From an optimization exercise on the open Yosys and OpenROAD flow, aimed at small area, a short achievable clock period and few clock cycles; shortcuts taken in it are not production practice.
Function was checked by simulation only, so behaviour that the tests miss may differ from the original.
Power and IR drop assume default switching activity.

File: design/flow/design.v
module cache #(
    parameter  LINE_ADDR_LEN = 3,  
    parameter  SET_ADDR_LEN  = 2,  
    parameter  TAG_ADDR_LEN  = 6,  
    parameter  WAY_CNT       = 4   
)(
    input   logic           clk,
    input   logic           rst,
    output  logic           miss,        
    input   logic   [31:0]  addr,        
    input   logic           rd_req,      
    output  logic   [31:0]  rd_data,     
    input   logic           wr_req,      
    input   logic   [31:0]  wr_data,     
    output  logic   [TAG_ADDR_LEN+SET_ADDR_LEN-1:0] mem_addr,
    output  logic                                   mem_rd_req,
    output  logic                                   mem_wr_req,
    output  logic   [32*(1<<LINE_ADDR_LEN)-1:0]     mem_wr_data,
    input   logic   [32*(1<<LINE_ADDR_LEN)-1:0]     mem_rd_data,
    input   logic                                   mem_gnt
);
    localparam NW = 8;       
    localparam NS = 4;       
    localparam NA = 4;       
    localparam NL = NS*NA;   
    logic [31:0] data  [NL][NW];
    logic [5:0]  tags  [NL];
    logic [NL-1:0] valid;
    logic [NL-1:0] dirty;
    logic [5:0]  lru   [NS];
    logic st_look, st_chk, st_rd, st_wb, st_fill;
    logic [5:0]    tag_r;
    logic [NS-1:0] set_r;        
    logic [NW-1:0] wsel_r;       
    logic          we_r;         
    logic          hit_r;
    logic [NL-1:0] sel_r;        
    logic          vdirty_r;     
    logic          miss_r, mem_rd_req_r, mem_wr_req_r;
    logic [7:0]    mem_addr_r;
    logic [255:0]  wb_q;         
    logic [31:0]   rd_q;
    wire req = rd_req | wr_req;
    logic [NL-1:0] hitl;
    always_comb begin
        for (int l = 0; l < NL; l++)
            hitl[l] = valid[l] && tags[l] == addr[12:7] && addr[6:5] == l/NA;
    end
    wire hit = |hitl;
    logic [5:0] m;
    logic [NA-1:0] vict_w;
    logic [NL-1:0] vict;
    always_comb begin
        m = '0;
        for (int s = 0; s < NS; s++) if (set_r[s]) m = m | lru[s];
        vict_w[0] =  m[0] &  m[1] &  m[2];
        vict_w[1] = !m[0] &  m[3] &  m[4];
        vict_w[2] = !m[1] & !m[3] &  m[5];
        vict_w[3] = !m[2] & !m[4] & !m[5];
        for (int l = 0; l < NL; l++) vict[l] = set_r[l/NA] && vict_w[l%NA];
    end
    wire acc_hit = st_chk && hit_r;
    wire accept  = acc_hit || st_fill;
    wire gnt_rd  = st_rd && mem_gnt;
    always_ff @(posedge clk) begin
        if (st_look) begin
            tag_r <= addr[12:7];
            for (int s = 0; s < NS; s++) set_r[s] <= (addr[6:5] == s);
            for (int k = 0; k < NW; k++) wsel_r[k] <= (addr[4:2] == k);
            we_r  <= wr_req;
            hit_r <= hit;
            sel_r <= hitl;
        end else if (st_chk && !hit_r) begin
            sel_r    <= vict;
            vdirty_r <= |(vict & dirty);
        end
    end
    always_ff @(posedge clk) begin
        if (rst) begin
            st_look <= 1'b1;
            st_chk  <= 1'b0;
            st_rd   <= 1'b0;
            st_wb   <= 1'b0;
            st_fill <= 1'b0;
            miss_r  <= 1'b1;
            mem_rd_req_r <= 1'b0;
            mem_wr_req_r <= 1'b0;
        end else begin
            st_look <= (st_look && !req) || accept;
            st_chk  <= st_look && req;
            st_rd   <= (st_chk && !hit_r) || (st_rd && !mem_gnt);
            st_wb   <= (gnt_rd && vdirty_r) || (st_wb && !mem_gnt);
            st_fill <= (gnt_rd && !vdirty_r) || (st_wb && mem_gnt);
            miss_r  <= !((st_look && req && hit) || (gnt_rd && !vdirty_r) || (st_wb && mem_gnt));
            mem_rd_req_r <= (st_look && req && !hit) || (st_chk && !hit_r) || (st_rd && !mem_gnt);
            mem_wr_req_r <= (gnt_rd && vdirty_r) || (st_wb && !mem_gnt);
        end
    end
    assign miss       = miss_r;
    assign mem_rd_req = mem_rd_req_r;
    assign mem_wr_req = mem_wr_req_r;
    logic [5:0] vtag;
    always_comb begin
        vtag = '0;
        for (int l = 0; l < NL; l++) if (sel_r[l]) vtag = vtag | tags[l];
    end
    always_ff @(posedge clk) begin
        if (st_look)
            mem_addr_r <= addr[12:5];
        else if (gnt_rd)
            mem_addr_r[7:2] <= vtag;
    end
    assign mem_addr = mem_addr_r;
    logic [255:0] line_q;
    always_comb begin
        line_q = '0;
        for (int l = 0; l < NL; l++)
            for (int k = 0; k < NW; k++)
                line_q[32*k +: 32] = line_q[32*k +: 32] | (data[l][k] & {32{sel_r[l]}});
    end
    always_ff @(posedge clk) wb_q <= line_q;
    assign mem_wr_data = wb_q;
    logic [31:0] word_c, word_m;
    always_comb begin
        word_c = '0;
        word_m = '0;
        for (int k = 0; k < NW; k++) begin
            word_c = word_c | (line_q[32*k +: 32] & {32{wsel_r[k]}});
            word_m = word_m | (mem_rd_data[32*k +: 32] & {32{wsel_r[k]}});
        end
    end
    always_ff @(posedge clk) rd_q <= st_fill ? word_m : word_c;
    assign rd_data = rd_q;
    logic [31:0] din [NW];
    always_comb begin
        for (int k = 0; k < NW; k++)
            din[k] = (we_r && wsel_r[k]) ? wr_data : mem_rd_data[32*k +: 32];
    end
    wire wr_hit = acc_hit && we_r;
    always_ff @(posedge clk) begin
        for (int l = 0; l < NL; l++)
            for (int k = 0; k < NW; k++)
                if (sel_r[l] && (st_fill || (wr_hit && wsel_r[k])))
                    data[l][k] <= din[k];
    end
    always_ff @(posedge clk) begin
        for (int l = 0; l < NL; l++) begin
            if (rst) begin
                valid[l] <= 1'b0;
                dirty[l] <= 1'b0;
            end else if (st_fill && sel_r[l]) begin
                valid[l] <= 1'b1;
                dirty[l] <= we_r;
            end else if (wr_hit && sel_r[l]) begin
                dirty[l] <= 1'b1;
            end
            if (st_fill && sel_r[l]) tags[l] <= tag_r;
        end
    end
    logic [NA-1:0] acc_w;
    always_comb begin
        for (int w = 0; w < NA; w++) begin
            acc_w[w] = 1'b0;
            for (int s = 0; s < NS; s++) acc_w[w] = acc_w[w] | sel_r[s*NA + w];
        end
    end
    always_ff @(posedge clk) begin
        for (int s = 0; s < NS; s++) begin
            if (rst) begin
                lru[s] <= 6'b111111;
            end else if (accept && set_r[s]) begin
                if (acc_w[0]) lru[s][2:0] <= 3'b000;
                if (acc_w[1]) begin lru[s][0] <= 1'b1; lru[s][4:3] <= 2'b00; end
                if (acc_w[2]) begin lru[s][1] <= 1'b1; lru[s][3] <= 1'b1; lru[s][5] <= 1'b0; end
                if (acc_w[3]) begin lru[s][2] <= 1'b1; lru[s][4] <= 1'b1; lru[s][5] <= 1'b1; end
            end
        end
    end
endmodule
File: design/flow/run.sh
#!/bin/bash
# synth_recipe.tcl (not shown) runs the flow's synth.tcl, then flattens the netlist and writes it again
# the make line also repeats each setting of config.mk as NAME=value (left out here)
make -C /OpenROAD-flow-scripts/flow DESIGN_CONFIG=/design/flow/config.mk WORK_HOME=/design/flow/orfs CLKGATE_MAP_FILE= SYNTH_SCRIPT=/design/flow/synth_recipe.tcl finish
File: design/flow/config.mk
export PLATFORM = sky130hd
export DESIGN_NAME = cache
export DESIGN_NICKNAME = cache
export VERILOG_FILES = /design/flow/design.v
export SDC_FILE = /design/flow/constraint.sdc
export NUM_CORES = 4
export LEC_CHECK = 0
export CAP_MARGIN = 20
export CORE_MARGIN = 2
export CORE_UTILIZATION = 25
export PLACE_DENSITY = 0.35
export SETUP_SLACK_MARGIN = 0.3
export SLEW_MARGIN = 20
File: design/flow/constraint.sdc
create_clock -name core_clock -period 18.0 [get_ports {clk}]
set_input_delay 3.6000 -clock core_clock [delete_from_list [all_inputs] [get_ports {clk}]]
set_output_delay 3.6000 -clock core_clock [all_outputs]
set_load 0.01 [all_outputs]
==> run summary, run 1 <==
Timing:
- Timing would allow up to between 0.15 and 0.2 GHz.
- The relative slew slack is 15.32%.
- Setup repair after global routing left no endpoint under its margin.
- Final hold analysis gives a worst-case slack of around 0.45 ns.
- The transition time at the pin with the least slew margin is 1.270 ns.
- The post-route setup TNS is 0 ns.
- The worst-case clock skew is ~0.07 ns.
- The post-route clock period utilization is roughly a third.
- The number of max-slew violations in the final report is 0.
- Setup violations remaining at the end of the flow were counted as 0.
- The worst path in the final design needs a cycle of 6.355 ns, including I/O delays and setup.
- The hold violation total from the final report came to 0.

Setup path:
- The startpoint identified for the worst register-to-register timing path is sel_r[9].
- On the critical path the largest part of the delay comes from flip-flops.
- The worst stage delay on the critical path is around 0.96 ns.
- The critical path starts at wb_q[190].
- The largest driver fanout on the critical path is 8.
- Traced cell by cell, the critical path runs through clkdlybuf4s50_1.
- The critical path in this run is classified as reg -> out.
- The worst setup path is launched from a register.
- Counting both buffers and inverters, the worst setup path holds a total of 1.
- The worst setup path is captured at a primary output.
- At the worst endpoint, the arrival time is 2.75 ns.
- For the worst setup path, the data required time is about 14 ns.
- The minimum setup slack among reg-to-reg paths is around 12 ns.
- The critical path's slowest cell is dfxtp_1.

Synth:
- The post-synthesis instance area is around 0.17 sq mm.
- The flip-flop and latch count after synthesis is ~4600.
- In this run, distinct cell masters in the synthesized netlist total 40.
- The fraction of synthesis flops using an asynchronous set or reset pin is 0%.
- The primary flip-flop cell chosen by synthesis mapping is edfxtp_1.
- The share of the Yosys chip area taken by registers is 80.78%.
- The share of synthesized area in the top cell type comes to between 70% and 80%.
- The average size of a mapped cell is 18.94 sq um.
- The number of nets in the synthesized netlist is 9100.
- For this run, the number of Yosys warnings is 5.
- The biggest area contributor in the post-synthesis netlist is edfxtp_1.
- The cell count after synthesis came out at ~9000.
- Yosys attributes the largest share of cell area to edfxtp_1 77%, a22o_1 5.1%, a221oi_1 4.9%.
- The number of enable flip-flop cells after synthesis is around 4200.

Route:
- The total met2 wirelength after detailed routing is around 370000 um.
- The detailed router put a total of ~340000 um of wire on met1.
- After detailed routing, the number of vias per cell comes to 5.368.
- The detailed router finished its first iteration with about 14000 violations.
- After detailed routing, no signal wire sits above met5.
- The routed design has between 800000 and 900000 um of wire.
- The wire length on met3 is 69160 um.
- The detail route stage leaves a number of antenna-violating nets equal to 0.
- The routed layout has 103000 vias.
- In the final routed layout, each cell accounts on average for ~43 um.
- The post-detailed-route DRC marker count is 0.
- For this run, the detailed router's first-pass iteration total came to 10.

CTS:
- The TritonCTS buffer count is approximately 550.
- The H-tree was split into 6 levels.
- In this run the deepest clock path goes through 4 buffers.
- The tree is rooted in a clkbuf_16.
- After clock tree synthesis, the repair step resized 0 gates.
- The number of buffers added to fix hold violations after cts is 0.
- The post-CTS setup-driven buffer insertion count is 0.
- Clock latency on the worst-skew pair, taken at its later pin, is about 1.1 ns.
- The clock transition at the registers of the reported paths is around 0.05 ns.
- The TritonCTS sink count is between 4000 and 5000.
- The TritonCTS clock tree is yes.

GRT:
- The initial antenna violation count was 183.
- Entering global routing, the biggest net connects 70 pins.
- Summed over all layers, the global routing overflow is 0.
- The total global-route track usage is a little under a quarter.
- The first global-routing pass estimated between 1000000 and 1500000 um of wire.
- The number of global-route vias before repair is between 90000 and 100k.

Pwr:
- In this run the static leakage power is 63.34 nW.
- The post-route total power is roughly 25 mW.
- Across the VDD grid, the largest voltage drop is between 0.1 and 0.15 mV.
- The ratio of total power to cell area is ~120 mW/mm^2.

Min path:
- The origin of the worst min-delay path is lru[1][4].
- The classification of the worst-slack hold path is reg -> reg.

Job:
- The count of maximum capacitance violations is 0.

Layout:
- The finished layout holds 19190 standard cells, fillers aside.
- The net count of the finished layout is roughly 10000.
- The layout overhead on the synthesized area is 21.93%.
- The final core utilization is a little under a third.
- In the final layout, the share of cells above drive strength 1 is around 16%.

Floorplan:
- The floorplan core area is roughly 0.66 sq mm.
- The placement row count is about 300.
- The floorplan step defined a die boundary enclosing approximately 0.67 sq mm.
- The count of boundary I/O pins is between 600 and 700.
- In this run the horizontal extent of the chip is around 800 um.
- The die is approximately 820 um tall.
- The starting density of the core is about a quarter.

Placement:
- The number of buffers added on ports is about 600.
- The cell count after placement is ~18000.
- Detailed placement finished with a half-perimeter wire length of 544200 um.
- Routability-driven placement finished with a final weighted congestion of between 0.8 and 0.9.

Run status:
- The run finished with no timing, DRC or antenna violations.
final cells by class:
class                   count  area [sq um]
diodes                    162         405.4
clock buffers             729         14750
clock inverters           257          2308
fillers                 64510        459900
inverters                  27         101.3
multi-input cells        3546         30220
flip-flops and latches   4588        134300
well taps                8879         11110
repair buffers            997          9515
worst paths after layout:
path	to	depth (start not counted)
max	mem_wr_data[190]	1
min	lru[1][4]	2
max reg2reg	data[77][18]	8
min reg2reg	lru[1][4]	2
per-stage QoR:
step | area (sq um) | worst slack (ns)
floorplan | 166200 | 13.03
global placement | 184900 | 11.52
detailed placement | 185200 | 11.56
CTS | 202200 | 11.66
global route | 202400 | 11.69
finish | 202700 | 11.65
cells by family after synthesis:
kind of cell / share of synthesized area [%]
compound gates: 12.67
xor+xnor: 0.5059
buf+inv: 1.710
flops: 80.78
mux: 1.748
simple gates: 2.596
cell usage in the layout, fill, tap and decap left out, drive strengths merged, types with 114 or more instances in the layout:
cell,Yosys,final
clkbuf,264,729
edfxtp,4237,4237
nand4,267,267
clkdlybuf4s50,0,593
dfxtp,351,351
mux2,258,258
a22o,976,976
a221oi,973,973
diode,0,162
nor2b,135,135
buf,350,404
clkinv,0,200
a22oi,308,308
nand2,114,114
power breakdown:
| part | internal, mW | switching [mW] |
|---|---|---|
| Sequential | 11.9 | 0.111 |
| Combinational | 0.651 | 1.88 |
| Clock | 6.13 | 4.58 |
flip-flops by register name, indices dropped and copies added (netlist names), 4 cells and up:
register    cells
set_r           4
wb_q          256
valid          16
dirty          16
data         4096
lru            24
tags           96
mem_addr_r      8
sel_r          16
tag_r           6
rd_q           32
wsel_r          8
Yosys cell counts (25+ instances only):
| cell | count |
|---|---|
| edfxtp_1 | 4237 |
| a22o_1 | 976 |
| a221oi_1 | 928 |
| dfxtp_1 | 351 |
| a22oi_1 | 308 |
| nand4_1 | 267 |
| clkbuf_1 | 264 |
| mux2_2 | 258 |
| buf_2 | 204 |
| nor2b_1 | 135 |
| buf_1 | 117 |
| nand2_1 | 114 |
| xor2_1 | 83 |
| a222oi_1 | 66 |
| and3_1 | 66 |
| nor2_1 | 56 |
| a21oi_1 | 47 |
| a221oi_2 | 45 |
| a31oi_1 | 40 |
| and4_1 | 34 |
| inv_1 | 27 |
| nand3_1 | 25 |
per-layer routing:
layer | vias to the layer above | GRT usage [%]
li1 | 39700 | -
met4 | 8 | 12.81
met3 | 1187 | 5.529
met1 | 56500 | 31.56
met5 | - | 0
met2 | 5592 | 36.63
worst min-delay path, cell delays in order, from the launching register on:
cell,delay (ns)
dfxtp_1,0.31
nand2_1,0.05
nand2_1,0.05
Testbench counts, summed over its fixed seeds: cycles 130,394.
==> inputs of run 2 (changes only) <==
==> design/flow/flow/run.sh (new file) <==
#!/bin/bash
# Layout flow: the standard flow (standard.sh, unchanged synthesis, same SDC and
# clock period) with two changes to how the layout is made:
#  - timing repair aims at a larger setup margin, so that repair works on the
#    paths that set the achieved period (the clock period itself is unchanged);
#  - the port buffers inserted for every input and output are plain buf_2 cells.
# The make output goes to flow_make.log; each ORFS step writes its own log under orfs/logs.
set -euo pipefail
bash standard.sh \
  SETUP_SLACK_MARGIN=13 \
  "BUFFER_PORTS_ARGS=-buffer_cell sky130_fd_sc_hd__buf_2" \
  finish > flow_make.log 2>&1
==> design/flow/standard.sh (new file) <==
#!/bin/bash
# synth_recipe.tcl (not shown) runs the flow's synth.tcl, then flattens the netlist and writes it again
# the make line also repeats each setting of config.mk as NAME=value (left out here)
make -C /OpenROAD-flow-scripts/flow DESIGN_CONFIG=/design/flow/config.mk WORK_HOME=/design/flow/orfs CLKGATE_MAP_FILE= SYNTH_SCRIPT=/design/flow/synth_recipe.tcl "${@:-finish}"
--- a/design/flow/config.mk
+++ b/design/flow/config.mk
@@ -7,7 +7,8 @@
 export LEC_CHECK = 0
 export CAP_MARGIN = 20
 export CORE_MARGIN = 2
-export CORE_UTILIZATION = 25
-export PLACE_DENSITY = 0.35
-export SETUP_SLACK_MARGIN = 0.3
+export CORE_UTILIZATION = 50
+export CTS_CLUSTER_DIAMETER = 100
+export CTS_CLUSTER_SIZE = 25
+export PLACE_DENSITY = 0.6
 export SLEW_MARGIN = 20
removed: design/flow/run.sh
==> run 2 against run 1 <==
Still clean. Worst hold slack improved by 0.0047 ns. Die area down 50%. Area after synthesis did not move. Non-clock buffer count shrank 86.
==> run summary, run 2 <==
Synth:
- The fraction of synthesis flops using an asynchronous set or reset pin is 0% (unchanged).
- The top cell type by total area after synthesis is edfxtp_1 (unchanged).
- The top cell type's share of synthesized area was 76.55% (unchanged).
- The post-synthesis instance area came to 0.1662 sq mm (unchanged).
- The portion of the post-synthesis area used by sequential elements is 80.78% (unchanged).
- The unique cell type count in the Yosys netlist came to 40 (unchanged).
- The primary flip-flop cell chosen by synthesis mapping is edfxtp_1 (unchanged).
- The number of cells produced by synthesis is 8775 (unchanged).
- Area contributors post-synth: edfxtp_1 77%, a22o_1 5.1%, a221oi_1 4.9% (unchanged).
- The average size of a mapped cell is 18.94 sq um (unchanged).
- The warning count from the yosys run was 5 (unchanged).
- The number of nets in the synthesized netlist is 9100 (unchanged).
- The most repeated cell in the gate-level netlist after synthesis is edfxtp_1 (unchanged).
- The number of enable flip-flop cells after synthesis is 4237 (unchanged).
- Synth cell count leaders: 4237 x edfxtp_1, 976 x a22o_1, 928 x a221oi_1 (unchanged).
- The flip-flop and latch count after synthesis was 4588 (unchanged).

Setup path:
- The type of the worst setup path is reg -> out (unchanged).
- The buffers plus inverters on the worst setup path came to 1 (unchanged).
- The minimum setup slack among reg-to-reg paths came to 12.82 ns (was 11.80 ns).
- The capturing element type of the critical path is a primary output (unchanged).
- The worst stage delay on the critical path is 0.52 ns (was 0.96 ns).
- The arrival time at the worst endpoint came to 1.66 ns (was 2.75 ns).
- The sort of element at the start of the critical path is a register (unchanged).
- Cell chain of the critical path: buf_6 (was clkdlybuf4s50_1).
- The launch point of the critical path is wb_q[168] (was wb_q[190]).
- The startpoint of the worst register-to-register path is sel_r[15] (was sel_r[9]).
- The gate family responsible for the most delay along the worst path was flip-flops (unchanged).
- The instance count on the critical path is 1 (unchanged).
- The largest driver fanout on the critical path was 1 (was 8).
- The critical path data required time was 14.40 ns (about the same).
- The count of cells along the worst register-to-register path is 10 (was 8).
- The critical path's slowest cell is dfxtp_4 (was dfxtp_1).

Route:
- The routed wirelength normalized by instance count is 47.52 um (was 43.43 um).
- The post-detailed-route DRC marker count is 0 (unchanged).
- The detailed-routing iteration count for the pre-antenna-repair pass came to 15 (was 10).
- The count of vias placed by the detailed router was 103500 (was 103000).
- The antenna violation net count after detailed routing is 0 (unchanged).
- The total detailed-routing wirelength is 670800 um (was 833100 um).
- The violation count after the first detailed-route iteration was 18860 (was 14320).
- The number of vias per cell after detailed routing is 7.336 (was 5.368).

Timing:
- The worst hold slack is 0.4560 ns (was 0.4513 ns).
- The worst-case clock skew is 0.07409 ns (was 0.06863 ns).
- The transition time at the pin with the least slew margin was 1.468 ns (was 1.270 ns).
- The final critical path time including I/O delays and setup is 5.259 ns (was 6.355 ns).
- The top achievable clock speed is 0.1902 GHz (was 0.1574 GHz).
- The post-route clock period utilization was 29.21% (was 35.31%).
- The count of final setup violators is 0 (unchanged).
- The hold violation total from the final report was 0 (unchanged).
- The post-route setup TNS came to 0 ns (unchanged).
- The number of max-slew violations in the final report is 0 (unchanged).
- The relative slew slack is 2.146% (was 15.32%).
- RSZ-0062 raised after global routing: yes (was no).

Floorplan:
- The die footprint came to 0.3371 sq mm (was 0.6714 sq mm).
- The placement row count came to 211 (was 299).
- The count of boundary I/O pins is 624 (unchanged).
- The floorplan core area came to 0.3305 sq mm (was 0.6625 sq mm).
- The overall die height is 580.6 um (was 819.4 um).
- The starting density of the core is 50.29% (was 25.09%).
- The die boundary width is 580.6 um (was 819.4 um).

CTS:
- The TritonCTS sink count is 4588 (unchanged).
- The latest clock arrival within the worst-skew pair is 0.98 ns (was 1.12 ns).
- The root buffer cell was clkbuf_16 (unchanged).
- The clock transition at the registers of the reported paths came to 0.10 ns (was 0.05 ns).
- The deepest level of the CTS H-tree came to 4 (was 6).
- The TritonCTS buffer count is 208 (was 547).
- The TritonCTS clock tree is yes (unchanged).
- The number of buffers added to fix hold violations after cts came to 0 (unchanged).
- The maximum number of buffers from clock root to sink is 4 (unchanged).

Layout:
- The number of flip-flops in the largest register was 4096 (unchanged).
- The cell area after layout is 0.1843 sq mm (was 0.2027 sq mm).
- The final core utilization is 55.75% (was 30.59%).
- The register with the most flip-flops is data (unchanged).
- The layout filler cell count is 25280 (was 64510).
- Largest registers in the final layout: data: 4096 flops, wb_q: 256 flops, tags: 96 flops (unchanged).
- The commonest non-fill, non-tap cell in the layout is edfxtp_1 (unchanged).
- Leading cell types in the layout, fill and taps excluded: 4237 x edfxtp_1, 976 x a22o_1, 926 x a221oi_1, 414 x buf_2, 308 x a22oi_1 (was 4237 x edfxtp_1, 976 x a22o_1, 928 x a221oi_1, 593 x clkdlybuf4s50_1, 553 x clkbuf_16).
- The layout overhead on the synthesized area was 10.86% (was 21.93%).
- The number of nets in the finished design is 9607 (was 10030).
- The fraction of layout cells with a size suffix above 1 is 18.85% (was 15.70%).

Job:
- The count of maximum capacitance violations is 0 (unchanged).

Pwr:
- The post-route total power is 19.81 mW (was 25.22 mW).
- The worst IR drop on VDD came to 0.1078 mV (was 0.1053 mV).
- The ratio of total power to cell area is 107.5 mW/mm^2 (was 124.5 mW/mm^2).
- The leakage component of the power is 57.59 nW (was 63.34 nW).

Run status:
- Outcome: finished clean (unchanged).

GRT:
- The total global-route track usage was 38.87% (was 23.93%).
- The number of global-route vias before repair is 90600 (was 97390).
- The residual overflow from global routing is 0 (unchanged).
- The wire length of the first global-routing pass is 870300 um (was 1058000 um).
- The initial antenna violation count is 218 (was 183).
- The largest net degree at the start of global routing is 95 (was 70).

Placement:
- The number of buffers added on ports came to 602 (unchanged).
- The half-perimeter wire length after placement is 421800 um (was 544200 um).
- The routability congestion estimate is 1.032 (was 0.8739).
- The cell area after placement is 0.1757 sq mm (was 0.1852 sq mm).

Min path:
- The number of stages on the worst hold path is 2 (unchanged).
- The classification of the worst-slack hold path is reg -> reg (unchanged).
- The origin of the worst min-delay path is lru[2][2] (was lru[1][4]).
==> run 2: final cells by class <==
type	instances	area [sq um]	share of cell area (%)
antenna	293	733.2	0.3979
clock buffer	373	5931	3.219
clock inverter	11	155.1	0.08420
inverter	27	101.3	0.05500
multi-input combinational	3546	30250	16.42
sequential	4588	134600	73.08
tap	4366	5463	2.965
timing repair buffer	911	6977	3.786
==> run 2: report_power, final <==
| part | internal, mW | switching [mW] | total [mW] | leakage, nW |
|---|---|---|---|---|
| combinational | 0.584 | 1.69 | 2.28 | 13.7 |
| sequential | 11.9 | 0.0980 | 12.0 | 41.0 |
| clock | 2.27 | 3.31 | 5.58 | 2.89 |
==> run 2: cell families (layout without fill, tap and decap cells) <==
logic type      Yosys count  in the layout  share of synthesized area, %
compound gates         2441           2441                         12.67
mux                     258            258                         1.748
other cells               0            293                             0
xor+xnor                 96             96                        0.5059
simple gates            751            751                         2.596
flops                  4588           4588                         80.78
buf+inv                 641           1322                         1.710
==> run 2: per-layer routing <==
layer	GRT usage [%]	vias up	wire length, um
met4	33.22	74	64340
li1	-	38640	-
met1	48.00	53560	223100
met2	54.29	9275	288700
met3	13.91	1994	93680
met5	1.517	-	1046
==> run 2: repair_timing <==
action                                  in CTS  in global routing
resized for setup                          360                101
buffers inserted                             1                  1
endpoints found under the setup margin     299                256
==> run 2: final timing paths <==
check / end
max: mem_wr_data[168]
min: lru[2][2]
max reg2reg: rd_q[6]
min reg2reg: lru[2][2]
==> run 2: per-stage QoR <==
stage          setup slack, ns  std cells
2_1_floorplan            13.03       8775
3_3_place_gp             12.29      13420
3_5_place_dp             12.28      13430
4_1_cts                  12.78      13810
5_1_grt                  12.77      13910
6_report                 12.74      14120
==> run 2: worst min-delay path: stages (launching register included) <==
cell,delay (ns)
dfxtp_1,0.32
nand2_1,0.06
nand2_1,0.04
==> inputs of run 3 (changes only) <==
--- a/design/flow/design.v
+++ b/design/flow/design.v
@@ -104,11 +104,14 @@
         vtag = '0;
         for (int l = 0; l < NL; l++) if (sel_r[l]) vtag = vtag | tags[l];
     end
+    logic [1:0] set_b;
+    assign set_b = {set_r[3] | set_r[2], set_r[3] | set_r[1]};
+    wire wb_next = (gnt_rd && vdirty_r) || (st_wb && !mem_gnt);
     always_ff @(posedge clk) begin
         if (st_look)
             mem_addr_r <= addr[12:5];
-        else if (gnt_rd)
-            mem_addr_r[7:2] <= vtag;
+        else
+            mem_addr_r <= {wb_next ? vtag : tag_r, set_b};
     end
     assign mem_addr = mem_addr_r;
     logic [255:0] line_q;
--- a/design/flow/config.mk
+++ b/design/flow/config.mk
@@ -7,8 +7,8 @@
 export LEC_CHECK = 0
 export CAP_MARGIN = 20
 export CORE_MARGIN = 2
-export CORE_UTILIZATION = 50
+export CORE_UTILIZATION = 35
 export CTS_CLUSTER_DIAMETER = 100
 export CTS_CLUSTER_SIZE = 25
-export PLACE_DENSITY = 0.6
+export PLACE_DENSITY = 0.45
 export SLEW_MARGIN = 20
==> run 3 against run 2 <==
Clock skew up 0.044 ns. Utilization down 16 points. Still clean on timing, DRC and antenna. Clock power up 3.6%. Largest power group unchanged. Critical endpoint is now rd_data[22]. Synthesized cell count down 0.56%. Combinational power up 4%. Count of clock-buffer cells in the layout down 12. Sequential cell count unchanged. Sequential share of layout area down 0.97 points. Final cell count up 12%. Critical path depth unchanged.
==> run summary, run 3 <==
Layout:
- The fraction of layout cells with a size suffix above 1 is 19.46% (was 18.85%).
- Leading cell types in the layout, fill and taps excluded: 4229 x edfxtp_1, 1112 x a22o_1, 1076 x a221oi_1, 378 x buf_2, 301 x buf_4 (was 4237 x edfxtp_1, 976 x a22o_1, 926 x a221oi_1, 414 x buf_2, 308 x a22oi_1).
- The commonest non-fill, non-tap cell in the layout is edfxtp_1 (unchanged).
- The number of flip-flops in the largest register is 4096 (unchanged).
- The layout filler cell count came to 42600 (was 25280).
- The final instance count without filler cells is 15840 (was 14120).
- The layout overhead on the synthesized area is 12.44% (was 10.86%).
- The register with the most flip-flops is data (unchanged).
- Largest registers in the final layout: data: 4096 flops, wb_q: 256 flops, tags: 96 flops (unchanged).
- The number of nets in the finished design is 9585 (was 9607).
- The cell area after layout came to 0.1867 sq mm (was 0.1843 sq mm).

Setup path:
- The sort of element at the start of the critical path is a register (unchanged).
- The critical path data required time is 14.40 ns (about the same).
- The worst stage delay on the critical path is 0.47 ns (was 0.52 ns).
- The launch point of the critical path is rd_q[22] (was wb_q[168]).
- The critical path's slowest cell was dfxtp_4 (unchanged).
- The startpoint of the worst register-to-register path is sel_r[12] (was sel_r[15]).
- The buffers plus inverters on the worst setup path is 1 (unchanged).
- The type of the worst setup path is reg -> out (unchanged).
- The arrival time at the worst endpoint is 1.66 ns (about the same).
- The minimum setup slack among reg-to-reg paths is 12.81 ns (was 12.82 ns).
- The largest driver fanout on the critical path is 1 (unchanged).
- The capturing element type of the critical path is a primary output (unchanged).
- The gate family responsible for the most delay along the worst path was flip-flops (unchanged).
- Cell chain of the critical path: buf_6 (unchanged).

Route:
- The violation count after the first detailed-route iteration is 16740 (was 18860).
- The detailed-routing iteration count for the pre-antenna-repair pass is 14 (was 15).
- The number of vias per cell after detailed routing came to 6.444 (was 7.336).
- The post-detailed-route DRC marker count was 0 (unchanged).
- The count of vias placed by the detailed router is 102100 (was 103500).
- The antenna violation net count after detailed routing is 0 (unchanged).
- The total detailed-routing wirelength is 738800 um (was 670800 um).
- The routed wirelength normalized by instance count is 46.64 um (was 47.52 um).

Timing:
- The post-route setup TNS is 0 ns (unchanged).
- The transition time at the pin with the least slew margin is 1.349 ns (was 1.468 ns).
- The count of final setup violators is 0 (unchanged).
- The worst-case clock skew is 0.1179 ns (was 0.07409 ns).
- The post-route clock period utilization is 29.23% (was 29.21%).
- The final critical path time including I/O delays and setup is 5.261 ns (was 5.259 ns).
- RSZ-0062 raised after global routing: yes (unchanged).
- The top achievable clock speed was 0.1901 GHz (was 0.1902 GHz).
- The post-route worst setup slack is 12.74 ns (about the same).
- The relative slew slack came to 10.07% (was 2.146%).
- The hold violation total from the final report came to 0 (unchanged).
- The number of max-slew violations in the final report is 0 (unchanged).

Synth:
- The area share of fa/ha/maj cells after synthesis was 0% (unchanged).
- The portion of the post-synthesis area used by sequential elements is 80.80% (was 80.78%).
- The flip-flop and latch count after synthesis came to 4588 (unchanged).
- The number of cells produced by synthesis came to 8726 (was 8775).
- Area contributors post-synth: edfxtp_1 76%, a22o_1 5.9%, a221oi_1 5.7% (was edfxtp_1 77%, a22o_1 5.1%, a221oi_1 4.9%).
- The warning count from the yosys run is 5 (unchanged).
- The number of nets in the synthesized netlist was 9051 (was 9100).
- The unique cell type count in the Yosys netlist came to 41 (was 40).
- The top cell type by total area after synthesis is edfxtp_1 (unchanged).
- Synth cell count leaders: 4229 x edfxtp_1, 1112 x a22o_1, 1079 x a221oi_1 (was 4237 x edfxtp_1, 976 x a22o_1, 928 x a221oi_1).
- The proportion of synthesized area in mux cells was 1.736% (was 1.748%).
- The combinational family with the most area after synthesis is compound AO/OA/AOI/OAI gates (unchanged).
- The primary flip-flop cell chosen by synthesis mapping is edfxtp_1 (unchanged).
- The fraction of the mapped netlist area in compound gates is 12.86% (was 12.67%).
- The average size of a mapped cell is 19.03 sq um (was 18.94 sq um).
- The top cell type's share of synthesized area is 76.47% (was 76.55%).
- The xor and xnor fraction of the mapped netlist area is 0.5063% (was 0.5059%).
- The number of enable flip-flop cells after synthesis was 4229 (was 4237).
- The most repeated cell in the gate-level netlist after synthesis was edfxtp_1 (unchanged).
- The simple logic cell fraction of the synthesized area is 2.367% (was 2.596%).
- The fraction of synthesis flops using an asynchronous set or reset pin is 0% (unchanged).
- The post-synthesis instance area is 0.1661 sq mm (was 0.1662 sq mm).

Placement:
- The cell count after placement is 15260 (was 13430).
- The cell area after placement came to 0.1779 sq mm (was 0.1757 sq mm).
- The number of buffers added on ports is 602 (unchanged).
- The half-perimeter wire length after placement is 480900 um (was 421800 um).
- The routability congestion estimate is 0.9200 (was 1.032).
- The worst-case setup slack after placement is 12.26 ns (was 12.28 ns).

Floorplan:
- The overall die height is 692.8 um (was 580.6 um).
- The floorplan core area is 0.4717 sq mm (was 0.3305 sq mm).
- The placement row count is 252 (was 211).
- The starting density of the core came to 35.20% (was 50.29%).
- The count of boundary I/O pins came to 624 (unchanged).
- The die boundary width is 692.8 um (was 580.6 um).
- The die footprint is 0.4800 sq mm (was 0.3371 sq mm).

GRT:
- The total global-route track usage is 29.67% (was 38.87%).
- The wire length of the first global-routing pass is 943600 um (was 870300 um).
- The residual overflow from global routing is 0 (unchanged).
- The number of global-route vias before repair is 91760 (was 90600).
- The initial antenna violation count came to 195 (was 218).
- The largest net degree at the start of global routing came to 82 (was 95).

CTS:
- The TritonCTS sink count is 4588 (unchanged).
- The deepest level of the CTS H-tree is 4 (unchanged).
- The root buffer cell is clkbuf_16 (unchanged).
- The number of buffers added to fix hold violations after cts is 0 (unchanged).
- The clock transition at the registers of the reported paths is 0.11 ns (was 0.10 ns).
- The maximum number of buffers from clock root to sink is 4 (unchanged).
- The latest clock arrival within the worst-skew pair is 1.04 ns (was 0.98 ns).
- The TritonCTS buffer count was 211 (was 208).
- The TritonCTS clock tree is yes (unchanged).

Pwr:
- The leakage component of the power was 57.87 nW (was 57.59 nW).
- The post-route total power came to 20.10 mW (was 19.81 mW).
- The worst IR drop on VDD is 0.08572 mV (was 0.1078 mV).
- The ratio of total power to cell area is 107.7 mW/mm^2 (was 107.5 mW/mm^2).

Min path:
- The classification of the worst-slack hold path is reg -> reg (unchanged).
- The origin of the worst min-delay path is lru[2][2] (unchanged).

Run status:
- Outcome: finished clean (unchanged).

Job:
- The count of maximum capacitance violations came to 0 (unchanged).
-- run 3: layout make-up --
type / count / area [sq um] / share of cell area (%)
sequential: 4588 / 134600 / 72.10
multi-input combinational: 3500 / 30140 / 16.14
tap: 6223 / 7786 / 4.170
timing repair buffer: 936 / 7310 / 3.915
clock buffer: 361 / 5886 / 3.152
antenna: 183 / 457.9 / 0.2453
clock inverter: 27 / 420.4 / 0.2252
inverter: 23 / 86.33 / 0.04624
-- run 3: what timing repair did --
item / in CTS / in global routing
endpoints found under the setup margin: 310 / 299
pin swaps: 9 / 0
buffers inserted: 10 / 0
gates resized for setup: 409 / 130
-- run 3: logic make-up (layout without fill, tap and decap cells) --
| logic type | Yosys count | after routing |
|---|---|---|
| flip-flops | 4588 | 4588 |
| AO/OA/AOI/OAI | 2456 | 2456 |
| AND/OR/NAND/NOR | 692 | 692 |
| buffers and inverters | 638 | 1347 |
| multiplexers | 256 | 256 |
| XOR/XNOR | 96 | 96 |
| other | 0 | 183 |
-- run 3: per-layer routing --
metal	share of wire [%]	global-route usage (%)
met1	38	39.05
met2	44	44.53
met3	12	8.876
met4	5.9	15.08
met5	0.047	0
-- run 3: path summary, 6_finish.rpt --
| check | to | cells past startpoint |
|---|---|---|
| max | rd_data[22] | 1 |
| min | lru[2][2] | 2 |
| max reg2reg | rd_q[8] | 10 |
| min reg2reg | lru[2][2] | 2 |
-- run 3: report_power, final --
part / switching (mW) / internal [mW] / total (mW)
Clock: 3.48 / 2.30 / 5.78
Combinational: 1.77 / 0.599 / 2.37
Sequential: 0.0933 / 11.9 / 12.0
Total: 5.35 / 14.8 / 20.1
-- run 3: per-stage QoR --
stage	hold slack [ns]	utilization (%)
after floorplan	0.4222	-
after global placement	0.4482	37.71
after detailed placement	0.4430	37.72
after CTS	0.4571	39.38
after global routing	0.4696	39.50
final	0.4567	39.58
Testbench counts of run 3, summed over its fixed seeds: cycles 130,394.
==> inputs of run 4 (changes only) <==
--- a/design/flow/flow/run.sh
+++ b/design/flow/flow/run.sh
@@ -7,6 +7,6 @@
 # The make output goes to flow_make.log; each ORFS step writes its own log under orfs/logs.
 set -euo pipefail
 bash standard.sh \
-  SETUP_SLACK_MARGIN=13 \
+  SETUP_SLACK_MARGIN=12.8 \
   "BUFFER_PORTS_ARGS=-buffer_cell sky130_fd_sc_hd__buf_2" \
   finish > flow_make.log 2>&1
==> run 4 against run 3 <==
Area after synthesis unchanged. Utilization decreased by 0.24 points. Clock power increased by 2%. Die area unchanged. Largest power group unchanged.
==> run summary, run 4 <==
Route:
- The count of vias placed by the detailed router is 101600 (was 102100).
- The total detailed-routing wirelength is 732100 um (was 738800 um).
- The violation count after the first detailed-route iteration is 16390 (was 16740).
- The post-detailed-route DRC marker count is 0 (unchanged).
- The detailed-routing iteration count for the pre-antenna-repair pass was 9 (was 14).
- The routed wirelength normalized by instance count is 46.23 um (was 46.64 um).
- The antenna violation net count after detailed routing is 0 (unchanged).
- The number of vias per cell after detailed routing came to 6.414 (was 6.444).

GRT:
- The residual overflow from global routing came to 0 (unchanged).
- The wire length of the first global-routing pass is 939100 um (was 943600 um).
- The largest net degree at the start of global routing was 76 (was 82).
- The initial antenna violation count is 167 (was 195).
- The number of global-route vias before repair is 92290 (was 91760).
- The total global-route track usage is 29.45% (was 29.67%).

Synth:
- The average size of a mapped cell is 19.03 sq um (unchanged).
- The portion of the post-synthesis area used by sequential elements is 80.80% (unchanged).
- The number of nets in the synthesized netlist is 9051 (unchanged).
- The post-synthesis instance area is 0.1661 sq mm (unchanged).
- The primary flip-flop cell chosen by synthesis mapping is edfxtp_1 (unchanged).
- The flip-flop and latch count after synthesis came to 4588 (unchanged).
- The warning count from the yosys run came to 5 (unchanged).
- The number of enable flip-flop cells after synthesis is 4229 (unchanged).
- The fraction of synthesis flops using an asynchronous set or reset pin is 0% (unchanged).
- Synth cell count leaders: 4229 x edfxtp_1, 1112 x a22o_1, 1079 x a221oi_1 (unchanged).
- The number of cells produced by synthesis is 8726 (unchanged).
- The most repeated cell in the gate-level netlist after synthesis is edfxtp_1 (unchanged).
- Area contributors post-synth: edfxtp_1 76%, a22o_1 5.9%, a221oi_1 5.7% (unchanged).
- The top cell type's share of synthesized area is 76.47% (unchanged).
- The unique cell type count in the Yosys netlist is 41 (unchanged).
- The top cell type by total area after synthesis is edfxtp_1 (unchanged).

Placement:
- The half-perimeter wire length after placement is 481000 um (was 480900 um).
- The routability congestion estimate is 0.9573 (was 0.9200).
- The number of buffers added on ports is 602 (unchanged).

Timing:
- The post-route clock period utilization is 30.41% (was 29.23%).
- The top achievable clock speed came to 0.1827 GHz (was 0.1901 GHz).
- The worst-case clock skew came to 0.1043 ns (was 0.1179 ns).
- The count of final setup violators is 0 (unchanged).
- The relative slew slack was 15.23% (was 10.07%).
- The post-route setup TNS is 0 ns (unchanged).
- The transition time at the pin with the least slew margin came to 1.268 ns (was 1.349 ns).
- RSZ-0062 raised after global routing: yes (unchanged).
- The final critical path time including I/O delays and setup is 5.473 ns (was 5.261 ns).
- The number of max-slew violations in the final report is 0 (unchanged).
- The hold violation total from the final report is 0 (unchanged).

Layout:
- The layout overhead on the synthesized area is 11.76% (was 12.44%).
- The number of nets in the finished design is 9605 (was 9585).
- The register with the most flip-flops was data (unchanged).
- Leading cell types in the layout, fill and taps excluded: 4229 x edfxtp_1, 1112 x a22o_1, 1078 x a221oi_1, 537 x buf_2, 332 x buf_4 (was 4229 x edfxtp_1, 1112 x a22o_1, 1076 x a221oi_1, 378 x buf_2, 301 x buf_4).
- The number of flip-flops in the largest register is 4096 (unchanged).
- Largest registers in the final layout: data: 4096 flops, wb_q: 256 flops, tags: 96 flops (unchanged).
- The commonest non-fill, non-tap cell in the layout is edfxtp_1 (unchanged).
- The final core utilization is 39.35% (was 39.58%).
- The fraction of layout cells with a size suffix above 1 is 18.01% (was 19.46%).

Pwr:
- The post-route total power was 20.15 mW (was 20.10 mW).
- The leakage component of the power is 57.52 nW (was 57.87 nW).
- The worst IR drop on VDD is 0.08458 mV (was 0.08572 mV).
- The ratio of total power to cell area was 108.6 mW/mm^2 (was 107.7 mW/mm^2).

Setup path:
- The critical path endpoint is rd_q[27] (was rd_data[22]).
- The arrival time at the worst endpoint came to 6.30 ns (was 1.66 ns).
- The critical path's slowest cell is a221oi_1 (was dfxtp_4).
- The launch point of the critical path was sel_r[5] (was rd_q[22]).
- The most numerous cell on the critical path is buf_4.
- The capturing element type of the critical path is a register (was primary output).
- The count of cells along the worst register-to-register path is 9 (was 10).
- The critical register-to-register path endpoint is rd_q[27] (was rd_q[8]).
- The startpoint of the worst register-to-register path is sel_r[5] (was sel_r[12]).
- The sort of element at the start of the critical path is a register (unchanged).
- The largest driver fanout on the critical path is 34 (was 1).
- The critical path data required time was 18.83 ns (was 14.40 ns).
- The worst stage delay on the critical path is 1.37 ns (was 0.47 ns).
- Cell chain of the critical path: buf_4 -> buf_4 -> buf_4 -> buf_4 -> a22o_1 -> a221oi_1 -> nand4_1 -> a221oi_1 -> a31oi_1 (was buf_6).
- The minimum setup slack among reg-to-reg paths is 12.53 ns (was 12.81 ns).
- The type of the worst setup path is reg -> reg (was reg -> out).

Floorplan:
- The overall die height was 692.8 um (unchanged).
- The die footprint was 0.4800 sq mm (unchanged).
- The starting density of the core is 35.20% (unchanged).
- The placement row count is 252 (unchanged).
- The die boundary width came to 692.8 um (unchanged).
- The floorplan core area came to 0.4717 sq mm (unchanged).
- The count of boundary I/O pins was 624 (unchanged).

CTS:
- The latest clock arrival within the worst-skew pair is 1.02 ns (was 1.04 ns).
- The deepest level of the CTS H-tree is 4 (unchanged).
- The clock transition at the registers of the reported paths came to 0.11 ns (about the same).
- The number of buffers added to fix hold violations after cts is 0 (unchanged).
- The TritonCTS sink count is 4588 (unchanged).
- The root buffer cell is clkbuf_16 (unchanged).
- The TritonCTS clock tree is yes (unchanged).
- The maximum number of buffers from clock root to sink is 4 (unchanged).
- The TritonCTS buffer count is 214 (was 211).

Run status:
- Outcome: finished clean (unchanged).

Job:
- The count of maximum capacitance violations is 0 (unchanged).

Min path:
- The classification of the worst-slack hold path was reg -> reg (unchanged).
- The origin of the worst min-delay path is lru[1][5] (was lru[2][2]).
run 4: cell counts after synthesis:
Identical to the previous run, type by type.
run 4: power breakdown:
group | switching [mW] | total, mW | internal (mW)
clock | 3.51 | 5.87 | 2.35
sequential | 0.0850 | 11.9 | 11.9
combinational | 1.78 | 2.35 | 0.563
total | 5.38 | 20.1 | 14.8
run 4: area by class of cell:
| class | count | area, sq um |
|---|---|---|
| fill | 42640 | 286100 |
| sequential | 4588 | 134400 |
| multi-input combinational | 3500 | 30130 |
| tap | 6223 | 7786 |
| timing repair buffer | 953 | 6286 |
| clock buffer | 353 | 5939 |
| clock inverter | 34 | 563.0 |
| antenna | 162 | 405.4 |
| inverter | 23 | 86.33 |
run 4: logic make-up after synthesis:
logic type	share of synthesized area (%)
buffers and inverters	1.731
muxes	1.736
and+or+nand+nor	2.367
AOI/OAI and AO/OA	12.86
xor gates and xnor gates	0.5063
DFF	80.80
run 4: worst max-delay path, delay by kind of cell (launching register included):
kind | cells | cell delay [ns]
AOI/OAI and AO/OA | 4 | 2.06
buffers and inverters | 4 | 1.54
DFF | 1 | 0.57
and+or+nand+nor | 1 | 0.94
run 4: per-stage QoR:
step | hold slack [ns] | area, sq um | setup WS (ns) | cells
after floorplan | 0.4222 | 166100 | 12.93 | 8726
after global placement | 0.4400 | 178000 | 12.22 | 15280
after detailed placement | 0.4400 | 178000 | 12.26 | 15280
after CTS | 0.4536 | 185100 | 12.66 | 15670
after global routing | 0.4659 | 185300 | 12.72 | 15710
final | 0.4515 | 185600 | 12.53 | 15840
run 4: metal layers:
metal / routed length (um) / vias up / track usage (%)
met5: 976 / - / 0.9101
met4: 34040 / 84 / 12.64
met3: 89480 / 988 / 10.14
met2: 324300 / 6886 / 44.17
met1: 283300 / 55120 / 38.74
li1: - / 38500 / -
run 4: how the worst min path moves through the flow:
| stage | end | slack, ns | cells after the start |
|---|---|---|---|
| finish | lru[1][5] | 0.45 | 2 |
| global route | lru[1][2] | 0.47 | 2 |
| CTS | lru[1][5] | 0.45 | 2 |
| detailed placement | lru[1][2] | 0.44 | 2 |
| global placement | lru[1][2] | 0.44 | 2 |
| floorplan | lru[1][2] | 0.42 | 2 |
run 4: what timing repair did:
| item | in CTS | in global routing |
|---|---|---|
| setup endpoints to repair | 68 | 19 |
| buffers inserted | 0 | 0 |
| gates resized for setup | 190 | 0 |
==> inputs of run 5 (changes only) <==
==> design/flow/config.mk (replaced) <==
export PLATFORM = sky130hd
export DESIGN_NAME = cache
export DESIGN_NICKNAME = cache
export VERILOG_FILES = /design/flow/design.v
export SDC_FILE = /design/flow/constraint.sdc
export NUM_CORES = 4
export LEC_CHECK = 0
export CAP_MARGIN = 10
export CORE_MARGIN = 2
export CORE_UTILIZATION = 35
export CTS_CLUSTER_DIAMETER = 100
export CTS_CLUSTER_SIZE = 25
export PLACE_DENSITY = 0.45
export SLEW_MARGIN = 10
==> run 5 against run 4 <==
Still clean on timing, DRC and antenna. Total power barely moved. Die area did not move. Design area fell by 0.14%. Non-clock buffer count fell by 8. Via count rose by 0.42%. Synthesized cell count did not move. First-iteration DRC count rose by 3.1%. Area after synthesis did not move. Register-to-register slack improved by 0.06 ns. Sequential power barely moved. Global-route usage barely moved.
==> run summary, run 5 <==
Setup path:
- The sort of element at the start of the critical path is a register (unchanged).
- The largest driver fanout on the critical path is 34 (unchanged).
- The launch point of the critical path is sel_r[5] (unchanged).
- The arrival time at the worst endpoint was 6.27 ns (was 6.30 ns).
- The minimum setup slack among reg-to-reg paths is 12.59 ns (was 12.53 ns).
- The type of the worst setup path is reg -> reg (unchanged).
- The critical path data required time is 18.86 ns (was 18.83 ns).
- The critical register-to-register path endpoint was rd_q[27] (unchanged).
- The count of cells along the worst register-to-register path is 9 (unchanged).
- The startpoint of the worst register-to-register path was sel_r[5] (unchanged).
- The critical path endpoint is rd_q[27] (unchanged).
- The capturing element type of the critical path is a register (unchanged).

Route:
- The routed wirelength normalized by instance count is 46.21 um (was 46.23 um).
- The violation count after the first detailed-route iteration is 16890 (was 16390).
- The post-detailed-route DRC marker count is 0 (unchanged).
- The antenna violation net count after detailed routing came to 0 (unchanged).
- The count of vias placed by the detailed router was 102000 (was 101600).
- The number of vias per cell after detailed routing is 6.441 (was 6.414).
- The detailed-routing iteration count for the pre-antenna-repair pass is 10 (was 9).
- The total detailed-routing wirelength was 731800 um (was 732100 um).

Timing:
- The final critical path time including I/O delays and setup is 5.411 ns (was 5.473 ns).
- The relative slew slack is 7.548% (was 15.23%).
- RSZ-0062 raised after global routing: yes (unchanged).
- The worst hold slack is 0.4524 ns (was 0.4515 ns).
- The top achievable clock speed is 0.1848 GHz (was 0.1827 GHz).
- The number of max-slew violations in the final report came to 0 (unchanged).
- The count of final setup violators was 0 (unchanged).
- The transition time at the pin with the least slew margin is 1.383 ns (was 1.268 ns).
- The hold violation total from the final report is 0 (unchanged).
- The worst-case clock skew is 0.09470 ns (was 0.1043 ns).
- The post-route clock period utilization is 30.06% (was 30.41%).
- The post-route setup TNS came to 0 ns (unchanged).

Layout:
- The final instance count without filler cells was 15840 (unchanged).
- The number of flip-flops in the largest register is 4096 (unchanged).
- The number of nets in the finished design is 9595 (was 9605).
- The fraction of layout cells with a size suffix above 1 was 17.79% (was 18.01%).
- The layout filler cell count is 42750 (was 42640).
- Leading cell types in the layout, fill and taps excluded: 4229 x edfxtp_1, 1112 x a22o_1, 1078 x a221oi_1, 550 x buf_2, 330 x buf_4 (was 4229 x edfxtp_1, 1112 x a22o_1, 1078 x a221oi_1, 537 x buf_2, 332 x buf_4).
- The layout overhead on the synthesized area is 11.60% (was 11.76%).
- The commonest non-fill, non-tap cell in the layout is edfxtp_1 (unchanged).
- The register with the most flip-flops is data (unchanged).
- The cell area after layout is 0.1853 sq mm (was 0.1856 sq mm).
- Largest registers in the final layout: data: 4096 flops, wb_q: 256 flops, tags: 96 flops (unchanged).

Floorplan:
- The die footprint is 0.4800 sq mm (unchanged).
- The count of boundary I/O pins came to 624 (unchanged).
- The die boundary width is 692.8 um (unchanged).
- The starting density of the core is 35.20% (unchanged).
- The overall die height was 692.8 um (unchanged).
- The floorplan core area is 0.4717 sq mm (unchanged).
- The placement row count is 252 (unchanged).

Synth:
- The most repeated cell in the gate-level netlist after synthesis is edfxtp_1 (unchanged).
- Area contributors post-synth: edfxtp_1 76%, a22o_1 5.9%, a221oi_1 5.7% (unchanged).
- The fraction of synthesis flops using an asynchronous set or reset pin was 0% (unchanged).
- The average size of a mapped cell came to 19.03 sq um (unchanged).
- The number of cells produced by synthesis is 8726 (unchanged).
- The top cell type's share of synthesized area came to 76.47% (unchanged).
- The warning count from the yosys run is 5 (unchanged).
- Synth cell count leaders: 4229 x edfxtp_1, 1112 x a22o_1, 1079 x a221oi_1 (unchanged).
- The flip-flop and latch count after synthesis was 4588 (unchanged).
- The top cell type by total area after synthesis is edfxtp_1 (unchanged).
- The unique cell type count in the Yosys netlist is 41 (unchanged).
- The post-synthesis instance area was 0.1661 sq mm (unchanged).
- The number of nets in the synthesized netlist came to 9051 (unchanged).
- The number of enable flip-flop cells after synthesis is 4229 (unchanged).
- The primary flip-flop cell chosen by synthesis mapping is edfxtp_1 (unchanged).
- The portion of the post-synthesis area used by sequential elements was 80.80% (unchanged).

CTS:
- The TritonCTS buffer count is 212 (was 214).
- The root buffer cell is clkbuf_16 (unchanged).
- The latest clock arrival within the worst-skew pair is 1.07 ns (was 1.02 ns).
- The TritonCTS clock tree is yes (unchanged).
- The clock transition at the registers of the reported paths is 0.11 ns (about the same).
- The post-CTS setup-driven buffer insertion count is 0 (unchanged).
- The TritonCTS sink count was 4588 (unchanged).
- The deepest level of the CTS H-tree came to 4 (unchanged).
- The number of buffers added to fix hold violations after cts is 0 (unchanged).
- The maximum number of buffers from clock root to sink is 4 (unchanged).

Placement:
- The routability congestion estimate is 0.9573 (unchanged).
- The cell area after placement is 0.1780 sq mm (about the same).
- The half-perimeter wire length after placement came to 481000 um (about the same).
- The number of buffers added on ports came to 602 (unchanged).
- The cell count after placement is 15280 (about the same).

Pwr:
- The worst IR drop on VDD is 0.07777 mV (was 0.08458 mV).
- The ratio of total power to cell area was 108.6 mW/mm^2 (about the same).
- The post-route total power was 20.13 mW (was 20.15 mW).
- The leakage component of the power is 57.37 nW (was 57.52 nW).

GRT:
- The wire length of the first global-routing pass is 938000 um (was 939100 um).
- The residual overflow from global routing is 0 (unchanged).
- The total global-route track usage is 29.40% (was 29.45%).
- The initial antenna violation count is 178 (was 167).
- The number of global-route vias before repair was 92290 (about the same).
- The largest net degree at the start of global routing is 76 (unchanged).

Run status:
- Outcome: finished clean (unchanged).

Job:
- The count of maximum capacitance violations is 0 (unchanged).

Min path:
- The origin of the worst min-delay path is lru[1][2] (was lru[1][5]).
- The classification of the worst-slack hold path was reg -> reg (unchanged).
==> run 5: how the worst min path moves through the flow <==
stage / slack (ns) / to / depth (start not counted)
finish: 0.45 / lru[1][2] / 2
global route: 0.46 / lru[1][2] / 2
CTS: 0.45 / lru[1][2] / 2
detailed placement: 0.44 / lru[1][2] / 2
global placement: 0.44 / lru[1][2] / 2
floorplan: 0.42 / lru[1][2] / 2
==> run 5: stage by stage <==
step	util, %	setup WS [ns]
after detailed placement	37.73	12.23
after global routing	39.23	12.75
after CTS	39.20	12.70
after floorplan	-	12.93
final	39.29	12.59
after global placement	37.73	12.22
==> run 5: logic make-up (layout without fill, tap and decap cells) <==
| logic type | count (synthesis) | count (layout) | share of synthesized area, % |
|---|---|---|---|
| multiplexers | 256 | 256 | 1.736 |
| AND/OR/NAND/NOR | 692 | 692 | 2.367 |
| XOR/XNOR | 96 | 96 | 0.5063 |
| buffers and inverters | 638 | 1359 | 1.731 |
| AO/OA/AOI/OAI | 2456 | 2456 | 12.86 |
| flip-flops | 4588 | 4588 | 80.80 |
| other | 0 | 166 | 0 |
==> run 5: layout make-up <==
type                    count  area (sq um)  share of cell area (%)
repair buffers            945          6098                   3.291
inverters                  23         86.33                 0.04658
diodes                    166         415.4                  0.2241
clock buffers             365          5964                   3.218
clock inverters            26         457.9                  0.2471
flip-flops and latches   4588        134400                   72.52
well taps                6223          7786                   4.201
multi-input cells        3500         30130                   16.26
==> run 5: repair_timing <==
action,4_1_cts,5_1_grt
endpoints found under the hold margin,0,0
setup endpoints to repair,65,9
pin swaps,0,0
gates resized for setup,170,1
==> run 5: layer usage <==
metal	part of all wire [%]	vias up	GRT usage [%]	wire, um
li1	-	38520	-	-
met5	0.18	-	1.210	1341
met3	12	1073	9.549	89060
met4	5.2	66	13.42	37770
met1	39	55270	38.90	281900
met2	44	7078	43.89	321700
==> run 5: power by group <==
part           internal [mW]  switching [mW]  total, mW  leakage [nW]
clock                   2.37            3.48       5.85          3.05
sequential              11.9          0.0847       11.9          41.0
combinational          0.557            1.78       2.34          13.3
total                   14.8            5.34       20.1          57.4
==> run 5: worst max-delay path, cell delays in order, from the launching register on <==
cell and delay [ns]:
edfxtp_1 0.55, buf_4 0.37, buf_4 0.43, buf_4 0.39
buf_4 0.35, a22o_1 0.26, a221oi_1 0.23, nand4_1 0.84
a221oi_1 1.44, a31oi_1 0.20
==> inputs of run 6 (changes only) <==
--- a/design/flow/flow/run.sh
+++ b/design/flow/flow/run.sh
@@ -7,6 +7,6 @@
 # The make output goes to flow_make.log; each ORFS step writes its own log under orfs/logs.
 set -euo pipefail
 bash standard.sh \
-  SETUP_SLACK_MARGIN=12.8 \
+  SETUP_SLACK_MARGIN=13 \
   "BUFFER_PORTS_ARGS=-buffer_cell sky130_fd_sc_hd__buf_2" \
   finish > flow_make.log 2>&1
==> run 6 against run 5 <==
The layout now fails its checks (max-slew violations). Largest cell class unchanged. Highest routed layer unchanged. Area after synthesis is the same. Clock skew is 0.027 ns higher. Critical path type is now reg -> out. Maximum frequency grew 2.7%. Utilization increased by 0.30 points.
==> run summary, run 6 <==
Run status:
- Outcome: failed layout checks (was finished clean).
- In this run the layout check failures are max-slew violations.

Pwr:
- The leakage component of the power is 57.88 nW (was 57.37 nW).
- The worst IR drop on VDD is 0.08465 mV (was 0.07777 mV).
- The post-route total power is 20.12 mW (was 20.13 mW).
- The ratio of total power to cell area is 107.8 mW/mm^2 (was 108.6 mW/mm^2).

Layout:
- The number of flip-flops in the largest register is 4096 (unchanged).
- The area of combinational cells with multiple inputs came to 0.03014 sq mm (was 0.03013 sq mm).
- Leading cell types in the layout, fill and taps excluded: 4229 x edfxtp_1, 1112 x a22o_1, 1076 x a221oi_1, 376 x buf_2, 304 x buf_4 (was 4229 x edfxtp_1, 1112 x a22o_1, 1078 x a221oi_1, 550 x buf_2, 330 x buf_4).
- The layout overhead on the synthesized area is 12.45% (was 11.60%).
- The number of nets in the finished design is 9586 (was 9595).
- The layout filler cell count is 42590 (was 42750).
- The register with the most flip-flops is data (unchanged).
- The commonest non-fill, non-tap cell in the layout was edfxtp_1 (unchanged).
- The combined flip-flop and latch cell area is 0.1346 sq mm (was 0.1344 sq mm).
- Largest registers in the final layout: data: 4096 flops, wb_q: 256 flops, tags: 96 flops (unchanged).
- The fraction of layout cells with a size suffix above 1 is 19.50% (was 17.79%).

GRT:
- The total global-route track usage was 29.70% (was 29.40%).
- The largest net degree at the start of global routing is 82 (was 76).
- The initial antenna violation count is 206 (was 178).
- The number of global-route vias before repair is 91180 (was 92290).
- The wire length of the first global-routing pass is 944300 um (was 938000 um).
- The residual overflow from global routing was 0 (unchanged).

Route:
- The violation count after the first detailed-route iteration is 15720 (was 16890).
- The total detailed-routing wirelength is 738100 um (was 731800 um).
- The detailed-routing iteration count for the pre-antenna-repair pass is 10 (unchanged).
- The post-detailed-route DRC marker count is 0 (unchanged).
- The antenna violation net count after detailed routing was 0 (unchanged).
- The routed wirelength normalized by instance count is 46.65 um (was 46.21 um).
- The number of vias per cell after detailed routing is 6.437 (was 6.441).
- The count of vias placed by the detailed router is 101800 (was 102000).

Floorplan:
- The starting density of the core was 35.20% (unchanged).
- The count of boundary I/O pins is 624 (unchanged).
- The placement row count is 252 (unchanged).
- The die footprint is 0.4800 sq mm (unchanged).
- The floorplan core area was 0.4717 sq mm (unchanged).
- The die boundary width was 692.8 um (unchanged).
- The overall die height came to 692.8 um (unchanged).

Timing:
- The transition time at the pin with the least slew margin came to 1.506 ns (was 1.383 ns).
- The post-route clock period utilization is 29.26% (was 30.06%).
- RSZ-0062 raised after global routing: yes (unchanged).
- The relative slew slack is -0.3955% (was 7.548%).
- The final critical path time including I/O delays and setup is 5.267 ns (was 5.411 ns).
- The worst-case clock skew came to 0.1214 ns (was 0.09470 ns).
- The top achievable clock speed was 0.1899 GHz (was 0.1848 GHz).
- The hold violation total from the final report is 0 (unchanged).
- The post-route setup TNS is 0 ns (unchanged).
- The number of max-slew violations in the final report was 1 (was 0).
- The count of final setup violators is 0 (unchanged).

Synth:
- The warning count from the yosys run came to 5 (unchanged).
- The number of nets in the synthesized netlist is 9051 (unchanged).
- The fraction of synthesis flops using an asynchronous set or reset pin is 0% (unchanged).
- The unique cell type count in the Yosys netlist was 41 (unchanged).
- Synth cell count leaders: 4229 x edfxtp_1, 1112 x a22o_1, 1079 x a221oi_1 (unchanged).
- The post-synthesis instance area is 0.1661 sq mm (unchanged).
- The number of enable flip-flop cells after synthesis is 4229 (unchanged).
- The top cell type by total area after synthesis was edfxtp_1 (unchanged).
- The most repeated cell in the gate-level netlist after synthesis is edfxtp_1 (unchanged).
- The number of cells produced by synthesis came to 8726 (unchanged).
- The portion of the post-synthesis area used by sequential elements is 80.80% (unchanged).
- The top cell type's share of synthesized area is 76.47% (unchanged).
- The primary flip-flop cell chosen by synthesis mapping is edfxtp_1 (unchanged).
- The flip-flop and latch count after synthesis is 4588 (unchanged).
- The average size of a mapped cell is 19.03 sq um (unchanged).
- Area contributors post-synth: edfxtp_1 76%, a22o_1 5.9%, a221oi_1 5.7% (unchanged).

CTS:
- The TritonCTS sink count is 4588 (unchanged).
- The latest clock arrival within the worst-skew pair is 1.06 ns (was 1.07 ns).
- The TritonCTS clock tree was yes (unchanged).
- The maximum number of buffers from clock root to sink is 4 (unchanged).
- The root buffer cell is clkbuf_16 (unchanged).
- The TritonCTS buffer count is 211 (was 212).
- The deepest level of the CTS H-tree was 4 (unchanged).
- The clock transition at the registers of the reported paths is 0.11 ns (about the same).

Placement:
- The half-perimeter wire length after placement was 480800 um (was 481000 um).
- The number of buffers added on ports is 602 (unchanged).
- The routability congestion estimate was 0.9200 (was 0.9573).

Setup path:
- The critical register-to-register path endpoint is rd_q[9] (was rd_q[27]).
- The gate family responsible for the most delay along the worst path is flip-flops (was compound AO/OA/AOI/OAI gates).
- The critical path endpoint was rd_data[23] (was rd_q[27]).
- The count of cells along the worst register-to-register path is 10 (was 9).
- The instance count on the critical path came to 1 (was 9).
- The buffers plus inverters on the worst setup path is 1 (was 4).
- The worst stage delay on the critical path is 0.48 ns (was 1.44 ns).
- The type of the worst setup path is reg -> out (was reg -> reg).
- The arrival time at the worst endpoint is 1.67 ns (was 6.27 ns).
- The critical path's slowest cell is dfxtp_4 (was a221oi_1).
- The capturing element type of the critical path was a primary output (was register).
- The sort of element at the start of the critical path is a register (unchanged).
- The startpoint of the worst register-to-register path was sel_r[12] (was sel_r[5]).
- The launch point of the critical path was rd_q[23] (was sel_r[5]).
- The largest driver fanout on the critical path came to 1 (was 34).
- Cell chain of the critical path: buf_6 (was buf_4 -> buf_4 -> buf_4 -> buf_4 -> a22o_1 -> a221oi_1 -> nand4_1 -> a221oi_1 -> a31oi_1).
- The minimum setup slack among reg-to-reg paths is 12.82 ns (was 12.59 ns).
- The critical path data required time was 14.40 ns (was 18.86 ns).

Job:
- The count of maximum capacitance violations is 0 (unchanged).

Min path:
- The classification of the worst-slack hold path is reg -> reg (unchanged).
run 6: cell counts after synthesis:
No cell type changed its count.
run 6: where the power goes:
part	total [mW]	switching, mW	internal (mW)
sequential	12.0	0.0937	11.9
combinational	2.37	1.77	0.599
clock	5.81	3.48	2.33
total	20.1	5.34	14.8
run 6: timing repair:
| item | 4_1_cts | 5_1_grt |
|---|---|---|
| resized for setup | 422 | 124 |
| pin swaps | 10 | 1 |
| endpoints found under the setup margin | 310 | 303 |
| hold buffers | 0 | 0 |
| buffers inserted | 9 | 6 |
run 6: worst min-delay path by stage:
| stage | from | end | cells past startpoint |
|---|---|---|---|
| 2_1_floorplan | lru[1][2] | lru[1][2] | 2 |
| 3_3_place_gp | lru[0][2] | lru[0][2] | 2 |
| 3_5_place_dp | lru[1][2] | lru[1][2] | 2 |
| 4_1_cts | lru[1][2] | lru[1][2] | 2 |
| 5_1_grt | lru[1][2] | lru[1][2] | 2 |
| 6_report | lru[2][2] | lru[2][2] | 2 |
run 6: cell type report:
class | count | share of cell area, %
flip-flops and latches | 4588 | 72.10
multi-input cells | 3500 | 16.14
well taps | 6223 | 4.170
repair buffers | 937 | 3.911
clock buffers | 363 | 3.147
clock inverters | 29 | 0.2694
diodes | 159 | 0.2131
inverters | 23 | 0.04623
run 6: through the flow:
| stage | area, sq um | utilization (%) | setup slack [ns] | hold WS, ns | cells |
|---|---|---|---|---|---|
| 2_1_floorplan | 166100 | - | 12.98 | 0.4222 | 8726 |
| 3_3_place_gp | 177900 | 37.71 | 12.23 | 0.4482 | 15260 |
| 3_5_place_dp | 177900 | 37.71 | 12.28 | 0.4434 | 15260 |
| 4_1_cts | 185800 | 39.39 | 12.70 | 0.4601 | 15660 |
| 5_1_grt | 186400 | 39.52 | 12.74 | 0.4832 | 15690 |
| 6_report | 186700 | 39.59 | 12.73 | 0.4553 | 15820 |
run 6: layer usage:
layer	part of all wire (%)	wire, um	GRT usage [%]
met2	44	326700	44.55
met1	38	281300	39.11
met4	5.7	41810	14.57
met5	0.054	398	0
met3	12	87860	9.214
run 6: logic make-up after synthesis:
kind of cell           count (synthesis)  synth area share, %
multiplexers                         256                1.736
flip-flops                          4588                80.80
XOR/XNOR                              96               0.5063
buffers and inverters                638                1.731
AND/OR/NAND/NOR                      692                2.367
AO/OA/AOI/OAI                       2456                12.86

[static timing again, ports no longer ideal]
In the flow no input, the clock included, has a driving cell. The finished layouts below were timed again as built, in two steps. Step 1 assumes that a clkbuf_16 drives the clock port and a buf_2 every other input. Step 2 times the ports against the registers' clock, not the clock port: input delays grow and output delays shrink by t, the midpoint of the rising clock arrivals with the driver on. Three values: ideal ports, drivers, drivers and shift; two values: the first two.
| run | t, ns | slack for setup (ns) | worst register clock-pin slew, ns | worst slew at a driven data input, ns | cell pins on the clock port's net |
|---|---|---|---|---|---|
| run 1 | 1.232 | 11.645 / 11.499 / 11.489 | 0.07 / 0.07 | 0.39 | 1 |
| run 2 | 1.054 | 12.741 / 12.630 / 12.178 | 0.11 / 0.11 | 0.45 | 1 |
| run 3 | 1.114 | 12.739 / 12.614 / 12.185 | 0.11 / 0.11 | 0.40 | 1 |
| run 4 | 1.120 | 12.527 / 12.527 / 12.035 | 0.11 / 0.11 | 0.35 | 1 |
| run 5 | 1.119 | 12.589 / 12.545 / 12.051 | 0.11 / 0.11 | 0.37 | 1 |
| run 6 | 1.129 | 12.733 / 12.605 / 12.196 | 0.11 / 0.11 | 0.41 | 1 |
The setup slack of run 2, which loses most, moves by -0.111 ns with the drivers and by -0.563 ns with both steps.
